Context: an optimization exercise on an open-source flow, tuned for small area, a short achievable clock period and few clock cycles per item. The choices shown serve that exercise and are no tape-out recipe.
Where RTL was checked, it was by simulation tests only, not by an equivalence proof against the original.
Power is estimated from default activity; no workload was simulated.

## rgb2hsv_clk
module rgb2hsv_clk (
    input pclk,
    input rst,  
    input enable,  
    input[23:0] RGB24,
    output[24:0] HSV25,
    output reg hsv_done
);
Size in the first run: about 78 flip-flops, about 53 I/O pins, about 5900 sq um of cells after synthesis.
==> flow/config.mk <==
export PLATFORM = sky130hd
export DESIGN_NAME = rgb2hsv_clk
export DESIGN_NICKNAME = rgb2hsv_clk
export VERILOG_FILES = /design/flow/design.v
export SDC_FILE = /design/flow/constraint.sdc
export NUM_CORES = 4
export LEC_CHECK = 0
export CAP_MARGIN = 20
export CORE_MARGIN = 2
export CORE_UTILIZATION = 40
export SLEW_MARGIN = 20
==> flow/constraint.sdc <==
create_clock -name core_clock -period 8.0 [get_ports {pclk}]
set_input_delay 1.6000 -clock core_clock [delete_from_list [all_inputs] [get_ports {pclk}]]
set_output_delay 1.6000 -clock core_clock [all_outputs]
set_load 0.01 [all_outputs]
run.sh (not shown) runs the stock make flow with config.mk's settings and CLKGATE_MAP_FILE= SYNTH_SCRIPT=/design/flow/synth_recipe.tcl, a recipe that flattens the netlist after the stock synthesis.
Testbench counts at the start, summed over its fixed seeds: cycles 26,392, items 2,400.
Rerun with:
- SETUP_SLACK_MARGIN: not set -> 5.0
Outcome:
- The changed run ran to the end with no violations
- fmax climbs by 30%
- total power is higher by 19%
- wire length went up by 19%
- sequential cell count stays the same

Another version of the RTL of rgb2hsv_clk (not shown whole).
For scale: about 670 cells after synthesis, roughly 80 flip-flops, roughly 53 I/O pins, about 5300 µm² of cells after synthesis.
==> flow/design.v (excerpt) <==
module rgb2hsv_clk (
    input pclk,
    input rst,  
    input enable,  
    input[23:0] RGB24,
    output[24:0] HSV25,
    output reg hsv_done
);
localparam LAST = 4'd10;
reg [23:0] rgb_q;
reg [3:0]  cnt;       
reg        c1, c2;    
reg [7:0]  vmax;      
reg [7:0]  dm1;       
reg [15:0] srq;       
reg [13:0] hrq;       
reg [1:0]  sel;       
reg        neg;       
always @(posedge pclk) begin
    rgb_q <= RGB24;
    c1  <= enable;
    c2  <= c1;
    if (rst) begin
        cnt <= 4'd0;
        hsv_done <= 1'b0;
    end else begin
        if (enable)
            cnt <= 4'd1;
        else if (cnt == LAST)
            cnt <= 4'd0;
        else if (cnt != 4'd0)
            cnt <= cnt + 4'd1;
        hsv_done <= cnt == LAST;
    end
end
wire [7:0] r = rgb_q[23:16];
wire [7:0] g = rgb_q[15:8];
wire [7:0] b = rgb_q[7:0];
wire r_ge_g = r >= g;
wire r_ge_b = r >= b;
wire g_ge_b = g >= b;
wire rmax = r_ge_g & r_ge_b;
wire gmax = ~rmax & g_ge_b;
wire [7:0] mx  = rmax ? r : (gmax ? g : b);
  ...
clock: 8.0 ns
lec_check: 0
cap_margin: 20
core_margin: 2
core_utilization: 40
slew_margin: 20
standard.sh (not shown) runs the stock make flow with config.mk's settings and CLKGATE_MAP_FILE= SYNTH_SCRIPT=/design/flow/synth_recipe.tcl, a recipe that flattens the netlist after the stock synthesis.
==> flow/flow/run.sh <==
#!/bin/bash
# Layout flow: the standard ORFS flow, with the ORFS variables listed in
# flow/make_args.txt (one VAR=value per line) added to its make command line,
# e.g. a tighter SETUP_SLACK_MARGIN for the timing repair.  If flow/abc.script
# exists, synthesis uses it as ABC's mapping script; everything else, and
# every later step, is the standard flow.  Each step's full output goes to a
# log file in this folder; ORFS's own logs stay under orfs/logs.
set -euo pipefail
ARGS=()
while IFS= read -r line; do
  [[ -z "$line" || "$line" == \#* ]] && continue
  ARGS+=("$line")
done < flow/make_args.txt
if [[ -f flow/abc.script ]]; then
  mkdir -p scripts_abc
  for f in "$FLOW_HOME"/scripts/*; do ln -sf "$f" scripts_abc/; done
  rm -f scripts_abc/abc_speed.script
  cp flow/abc.script scripts_abc/abc_speed.script
  bash standard.sh SCRIPTS_DIR="$PWD/scripts_abc" "${ARGS[@]}" synth > synth.log 2>&1
fi
bash standard.sh "${ARGS[@]}" finish > finish.log 2>&1
==> flow/flow/abc.script <==
&get -n
&st
&syn2
&dch -f
&nf -R 1000
&put
buffer -c
upsize -c
dnsize -c
==> flow/flow/make_args.txt <==
SETUP_SLACK_MARGIN=5.0
ADDER_MAP_FILE=
CORE_UTILIZATION=55
BUFFER_PORTS_ARGS=-buffer_cell sky130_fd_sc_hd__buf_1
CTS_BUF_LIST=sky130_fd_sc_hd__clkbuf_4 sky130_fd_sc_hd__clkbuf_8
Testbench counts at the start, summed over its fixed seeds: cycles 28,792, items 2,400.
Rerun with:
==> flow/flow/make_args.txt (replaced) <==
SETUP_SLACK_MARGIN=5.0
ADDER_MAP_FILE=
BUFFER_PORTS_ARGS=-buffer_cell sky130_fd_sc_hd__buf_1
CTS_BUF_LIST=sky130_fd_sc_hd__clkbuf_4 sky130_fd_sc_hd__clkbuf_8
=> Cell count went up by about 5.7%. Global-route usage is lower by 6.5 points. Critical path depth does not change. Worst hold slack degrades by 17 ps. Count of clock-buffer cells in the layout stays the same. Power drops by about 4%. Register-to-register slack stays flat. Flip-flop and latch count does not change. Synthesized area is unchanged. Synthesized cell count stays the same. Clock skew is about the same.

## harbor
rgb2hsv_clk, a different RTL version from the one above (not shown whole).
For scale: roughly 53 I/O pins, ~0.0066 mm2 of cells after synthesis.
## rgb2hsv_clk
module rgb2hsv_clk (
    input pclk,
    input rst,  
    input enable,  
    input[23:0] RGB24,
    output[24:0] HSV25,
    output reg hsv_done
);
make LEC_CHECK=0 CAP_MARGIN=20 CORE_MARGIN=2 CORE_UTILIZATION=40 SETUP_SLACK_MARGIN=4.0 SLEW_MARGIN=20 finish   # period 8.0 ns
run.sh (not shown) runs the stock make flow with config.mk's settings and CLKGATE_MAP_FILE= SYNTH_SCRIPT=/design/flow/synth_recipe.tcl, a recipe that flattens the netlist after the stock synthesis.
Stock flow here: none of the scripts above is used.
[inputs] tundra vs harbor
Settings: SETUP_SLACK_MARGIN changed from 4.0 to 4.5.
==> comparison <==
Compared with harbor, in tundra placement-stage worst setup slack +0.18 ns, number of gates resized after CTS picked up an extra 117, met3 usage in global routing grew by 0.58 points, number of nets in the layout increased by 81 relative to the old numbers, post-route total power higher.
Measured against tundra, the first-pass GRT wire length of harbor comes out at 0.851 times the reference value.
Clock period minus final worst setup slack (lower): tundra
Lower net switching power of the design goes to harbor over tundra.
Changes observed in tundra relative to harbor: sequential share of layout area decreased by 2.5 points relative to the old numbers; post-layout instance area increased by about 16% relative to the old numbers.
No run of this note included a check of the RTL's function; only the layout flow was run.

## port drivers added, routing unchanged
How much do the figures lean on ideal ports? The routed layouts below were timed once more, with nothing changed but the port constraints.
Step 1, drivers: a clkbuf_16 drives pclk and a buf_2 each remaining input, both assumed.
Step 2 also shifts input and output timing later by t, the mid clock arrival at the registers, as if the neighbouring blocks saw the same clock.
Slacks: ideal / step 1 / step 2; pairs: ideal / step 1.
run | shift t [ns] | setup slack, ns | hold slack, ns | slew at the worst register clock pin (ns) | worst data-port slew with drivers (ns)
the first run of note 1 | 0.378 | 3.418 / 3.418 / 3.418 | 0.451 / 0.451 / 0.451 | 0.06 / 0.06 | 0.04
the second run of note 1 | 0.384 | 4.487 / 4.487 / 4.487 | 0.449 / 0.449 / 0.449 | 0.06 / 0.06 | 0.03
the first run of note 2 | 0.377 | 5.190 / 5.159 / 5.256 | 0.550 / 0.550 / 0.550 | 0.09 / 0.09 | 0.03
the second run of note 2 | 0.418 | 5.153 / 5.117 / 5.253 | 0.533 / 0.533 / 0.533 | 0.10 / 0.10 | 0.03
harbor | 0.379 | 3.668 / 3.628 / 3.862 | 0.460 / 0.460 / 0.460 | 0.06 / 0.06 | 0.04
tundra | 0.383 | 3.691 / 3.651 / 3.866 | 0.449 / 0.449 / 0.449 | 0.07 / 0.07 | 0.03
After both steps every run listed still meets setup and hold.
